Source: an optimization exercise on an open RTL-to-GDS flow (aim: small area). Production flows keep margins and buffers that such runs may drop. Where RTL was checked, it was by simulation tests only, not by an equivalence proof against the original. The clock port is modelled as an ideal driver, which makes a skipped or thinned clock tree look cheaper than it is; a real chip needs a root buffer or a tree. No activity file was given, so power comes from the tool's default toggle rates.

==> raven: inputs <==
Design top, start of the top module:
module top (
    input clk,
    input rst_n,
    input usart_rxp,
    output [5:0] led
);
==> module usart, before the edit <==
module usart (
    input clk,
    input rst_n,
    input usart_rxp,
    output [5:0] led
);
    reg rx1;                 
    reg [6:0] t;             
    reg [4:0] ph;            
    reg [5:0] sr;            
    reg pend;                
    reg [5:0] ledq;
    wire tend = (t[6:2] == 5'b01010);    
    wire idle = (ph == 5'd0);
    wire adv  = idle ? ~rx1 : tend;
    wire last = (ph == 5'd19);           
    wire shift = adv & ph[0] & ~ph[4] & ~(ph[3] & ph[2] & ph[1]);
    wire load = pend & (~idle | t[6]);
    always @(posedge clk)
        rx1 <= usart_rxp | ~rst_n;
    always @(posedge clk)
        t <= adv ? 7'd21 : {~t[5:0], t[0] ^ t[6]};
    always @(posedge clk) begin
        if (!rst_n || (adv && last)) ph <= 5'd0;
        else if (adv) ph <= ph + 5'd1;
    end
    always @(posedge clk)
        if (shift) sr <= {~rx1, sr[5:1]};
    always @(posedge clk)
        pend <= rst_n & ((adv & last & rx1) | (pend & ~load));
    always @(posedge clk) begin
        if (!rst_n) ledq <= 6'd0;
        else if (load) ledq <= sr;
    end
    assign led = ledq;
endmodule
export LEC_CHECK = 0
export ABC_CLOCK_PERIOD_IN_PS = 10000
export CAP_MARGIN = 20
export CORE_MARGIN = 2
export CORE_UTILIZATION = 40
export SLEW_MARGIN = 20
create_clock -name core_clock -period 10.0 [get_ports {clk}]
standard.sh (not shown) runs the stock make flow with config.mk's settings and CLKGATE_MAP_FILE= SYNTH_SCRIPT=/design/flow/synth_recipe.tcl, a recipe that flattens the netlist after the stock synthesis.
==> flow/flow/run.sh <==
#!/bin/bash
# Own layout flow: the standard flow with three changes.
#  - ports are buffered with the smallest buffer (buf_1);
#  - clock tree: one cluster of clkbuf_8, no dummy loads;
#  - after placement every combinational cell is swapped for the smallest
#    cell of the same function (the design has ample slack at 10 ns).
set -euo pipefail
export BUFFER_PORTS_ARGS="-buffer_cell sky130_fd_sc_hd__buf_1"
export CTS_ARGS="-sink_clustering_enable -repair_clock_nets -buf_list sky130_fd_sc_hd__clkbuf_8 -dont_use_dummy_load -sink_clustering_size 50 -sink_clustering_max_diameter 300"
bash standard.sh synth floorplan place > std_place.log 2>&1
R=orfs/results/sky130hd/top/base
ODB_IN=$R/3_place.odb SDC_IN=$R/3_place.sdc openroad -no_init -exit flow/downsize.tcl > downsize.log 2>&1
bash standard.sh > std_finish.log 2>&1
==> flow/flow/downsize.tcl <==
# Swap every combinational cell of the placed design for the smallest cell of
# the same function (same name but drive suffix), then legalise the placement.
set p $::env(FLOW_HOME)/platforms/sky130hd
read_lef $p/lef/sky130_fd_sc_hd.tlef
read_lef $p/lef/sky130_fd_sc_hd_merged.lef
read_liberty $p/lib/sky130_fd_sc_hd__tt_025C_1v80.lib
read_db $::env(ODB_IN)
read_sdc $::env(SDC_IN)
set db [ord::get_db]
set masters {}
foreach lib [$db getLibs] {
  foreach m [$lib getMasters] { dict set masters [$m getName] $m }
}
set n 0
foreach inst [[ord::get_db_block] getInsts] {
  set m [$inst getMaster]
  set name [$m getName]
  if {![regexp {^(sky130_fd_sc_hd__[a-z0-9]+)_([0-9]+)$} $name -> base drv]} continue
  if {[regexp {df|edf|sdf|dl|tap|fill|decap|conb|clkbuf|clkinv|dly} $base]} continue
  set best $name
  set ba [expr {[$m getWidth]*[$m getHeight]}]
  foreach d {0 1 2} {
    set c ${base}_$d
    if {![dict exists $masters $c]} continue
    set cm [dict get $masters $c]
    set a [expr {[$cm getWidth]*[$cm getHeight]}]
    if {$a < $ba} { set best $c; set ba $a }
  }
  if {$best ne $name} {
    puts "resize [$inst getName] $name -> $best"
    replace_cell [$inst getName] $best
    incr n
  }
}
puts "downsized $n cells"
detailed_placement
check_placement -verbose
write_db $::env(ODB_IN)
==> umber: changes against raven <==
==> flow/design.v (replaced) <==
module usart (
    input clk,
    input rst_n,
    input usart_rxp,
    output [5:0] led
);
    reg rx1n;                
    reg [6:0] t;             
    reg h;                   
    reg [4:0] j;             
    reg [5:0] sr;            
    reg pend;                
    reg [5:0] ledq;
    wire tend = ~t[0] & ~t[2] & t[3] & ~t[4] & ~t[6];    
    wire idle = ~h & ~j[4] & ~j[0];
    wire adv  = idle ? rx1n : tend;
    wire last = j[4] & ~j[3];            
    wire shift = adv & h & (~j[4] | j[1]);
    wire load = pend & (~idle | t[0]);
    always @(posedge clk)
        rx1n <= ~usart_rxp & rst_n;
    always @(posedge clk)
        t <= adv ? 7'd14 : {~t[5:0], t[2] ^ t[6]};
    always @(posedge clk)
        h <= rst_n & (h ^ adv);
    always @(posedge clk) begin
        if (!rst_n) j <= 5'd0;
        else if (adv & h) j <= {j[3:0], ~j[4]};
    end
    always @(posedge clk)
        if (shift) sr <= {rx1n, sr[5:1]};
    always @(posedge clk)
        pend <= rst_n & ((adv & h & last & ~rx1n) | (pend & ~load));
    always @(posedge clk) begin
        if (!rst_n) ledq <= 6'd0;
        else if (load) ledq <= sr;
    end
    assign led = ledq;
endmodule
module top (
    input clk,
    input rst_n,
    input usart_rxp,
    output [5:0] led
);
    usart usart_instance(.clk(clk), .rst_n(rst_n), .usart_rxp(usart_rxp), .led(led));
endmodule
==> flow/flow/run.sh (replaced) <==
#!/bin/bash
# Own layout flow: the standard flow (standard.sh) with these changes.
#  - synthesis is the standard synthesis (synth_recipe.tcl, same registers)
#    except that ABC maps the logic with an area-oriented script
#    (flow/abc_area.script, used through ABC_AREA=1 and a copy of ORFS's
#    scripts folder that differs only in that file);
#  - ports are buffered with the smallest buffer (buf_1);
#  - after placement every combinational cell is swapped for the smallest
#    cell of the same function (the design has ample slack at 10 ns);
#  - the clock tree is collapsed to one clock buffer that drives every
#    register, the smallest clkbuf that keeps their clock slew low.
set -euo pipefail
export BUFFER_PORTS_ARGS="-buffer_cell sky130_fd_sc_hd__buf_1"
export CTS_ARGS="-sink_clustering_enable -repair_clock_nets -buf_list sky130_fd_sc_hd__clkbuf_8 -dont_use_dummy_load"
R=orfs/results/sky130hd/top/base
rm -rf scripts_abc
cp -r "$FLOW_HOME/scripts" scripts_abc
cp flow/abc_area.script scripts_abc/abc_area.script
sed "s|\"\${@:-finish}\"|SCRIPTS_DIR=$PWD/scripts_abc ABC_AREA=1 \"\${@:-finish}\"|" standard.sh > synth.sh
bash synth.sh synth > synth.log 2>&1
bash standard.sh floorplan place > std_place.log 2>&1
ODB_IN=$R/3_place.odb SDC_IN=$R/3_place.sdc openroad -no_init -exit flow/downsize.tcl > downsize.log 2>&1
bash standard.sh cts > std_cts.log 2>&1
ODB_IN=$R/4_cts.odb SDC_IN=$R/4_cts.sdc CLK_SLEW_TARGET=${CLK_SLEW_TARGET:-0.105} openroad -no_init -exit flow/clock.tcl > clock.log 2>&1
bash standard.sh > std_finish.log 2>&1
==> flow/flow/abc_area.script (new file) <==
strash
dc2
dch -f
amap
mfs2 -a
strash
dch -f
amap
==> flow/flow/clock.tcl (new file) <==
# Collapse the clock tree that CTS built to its root buffer, sized to the
# smallest clkbuf that gives the registers a clock slew below
# CLK_SLEW_TARGET (ns): every leaf buffer is removed and its sinks move to the root's
# net, so all registers get the clock from one buffer (no skew between them).
set p $::env(FLOW_HOME)/platforms/sky130hd
read_lef $p/lef/sky130_fd_sc_hd.tlef
read_lef $p/lef/sky130_fd_sc_hd_merged.lef
read_liberty $p/lib/sky130_fd_sc_hd__tt_025C_1v80.lib
read_db $::env(ODB_IN)
read_sdc $::env(SDC_IN)
source $p/setRC.tcl
set block [ord::get_db_block]
set root [$block findInst clkbuf_0_clk]
set rootnet [[$root findITerm X] getNet]
foreach inst [$block getInsts] {
  set n [$inst getName]
  if {$n eq "clkbuf_0_clk" || ![string match clkbuf_* $n]} continue
  set onet [[$inst findITerm X] getNet]
  foreach it [$onet getITerms] {
    if {[$it isOutputSignal]} continue
    $it disconnect
    $it connect $rootnet
  }
  [$inst findITerm A] disconnect
  [$inst findITerm X] disconnect
  odb::dbInst_destroy $inst
  odb::dbNet_destroy $onet
}
# move the root buffer to the middle of the registers it drives
set sx 0; set sy 0; set sn 0
foreach it [$rootnet getITerms] {
  if {[$it isOutputSignal]} continue
  set bb [[$it getInst] getBBox]
  set sx [expr {$sx + ([$bb xMin] + [$bb xMax]) / 2}]
  set sy [expr {$sy + ([$bb yMin] + [$bb yMax]) / 2}]
  incr sn
}
$root setLocation [expr {$sx / $sn}] [expr {$sy / $sn}]

proc clk_slew {} {
  estimate_parasitics -placement
  set mx 0
  foreach pin [get_pins -hierarchical */CLK] {
    set s [get_property $pin slew_max]
    if {$s > $mx} { set mx $s }
  }
  return $mx
}
foreach size {4 8 16} {
  replace_cell clkbuf_0_clk sky130_fd_sc_hd__clkbuf_$size
  detailed_placement
  set s [clk_slew]
  puts "clock root clkbuf_$size: worst register clock slew $s"
  if {$s < $::env(CLK_SLEW_TARGET)} break
}
check_placement -verbose
estimate_parasitics -placement
report_clock_skew
report_worst_slack -max
report_worst_slack -min
write_db $::env(ODB_IN)
CORE_UTILIZATION = 20   (was 40)
==> comparison table <==
| quantity | umber | raven |
|---|---|---|
| Run status | timing/DRC/antenna clean | timing/DRC/antenna clean |
| Capturing element of the worst setup path | usart_instance.sr[1] | led[4] |
| Maximum fanout along the worst path | 7 | 2 |
| Worst-margin pin slew | 0.8608 ns | 0.6937 ns |
| Delay of the slowest critical-path stage | 0.66 ns | 0.34 ns |
| Length in cells of the worst reg-to-reg path | 6 | 7 |
| Clock group | 0.0000433 W | 0.0000561 W |
| R2r setup slk | 7.27 ns | 7.51 ns |
| Count of inverters other than clock inverters in the layout | 5 | 4 |
| Die area | 4745 um2 | 3000 um2 |
| Share of Yosys cell area claimed by the top area cell type | 0.4993 | 0.3883 |
| Final Worst Setup Slack | 7.268 ns | 7.236 ns |
| Startpoint of the worst register-to-register path | usart_instance.t[2] | usart_instance.ph[0] |
| Worst setup path start | usart_instance.t[2] | usart_instance.ledq[4] |
| Vias in the first global route | 563 | 613 |
| Cell row count | 23 | 18 |
| DRC marker count from the first detailed-route iteration | 63 | 14 |
| Skew-Pair Late Insertion Delay | 0.16 ns | 0.27 ns |
| Logic depth of the worst path, buffers included | 6 | 1 |
| Final Non-Filler Cells | 133 | 132 |
| Clock network fraction of total power | 0.211 | 0.286 |
For raven, only the layout was checked, not whether the RTL still works.

static timing again, ports no longer ideal:
Ports are ideal in the flow. The routed layouts listed here were re-timed in OpenROAD.
Step 1 assumes that a clkbuf_16 drives the clock port and a buf_2 every other input.
Step 2 also shifts input and output timing later by t, the mid clock arrival at the registers, as if the neighbouring blocks saw the same clock.
a / b / c = ideal / step 1 / step 2; a / b = the first two.
| run | shift t [ns] | setup slack, ns | cell pins on the clock port's net |
|---|---|---|---|
| raven | 0.285 | 7.236 / 7.213 / 7.124 | 1 |
| umber | 0.182 | 7.268 / 7.268 / 7.169 | 1 |
After both steps setup and hold are still met in every run listed. The setup slack of raven, which loses most, moves by -0.023 ns with the drivers and by -0.112 ns with both steps.
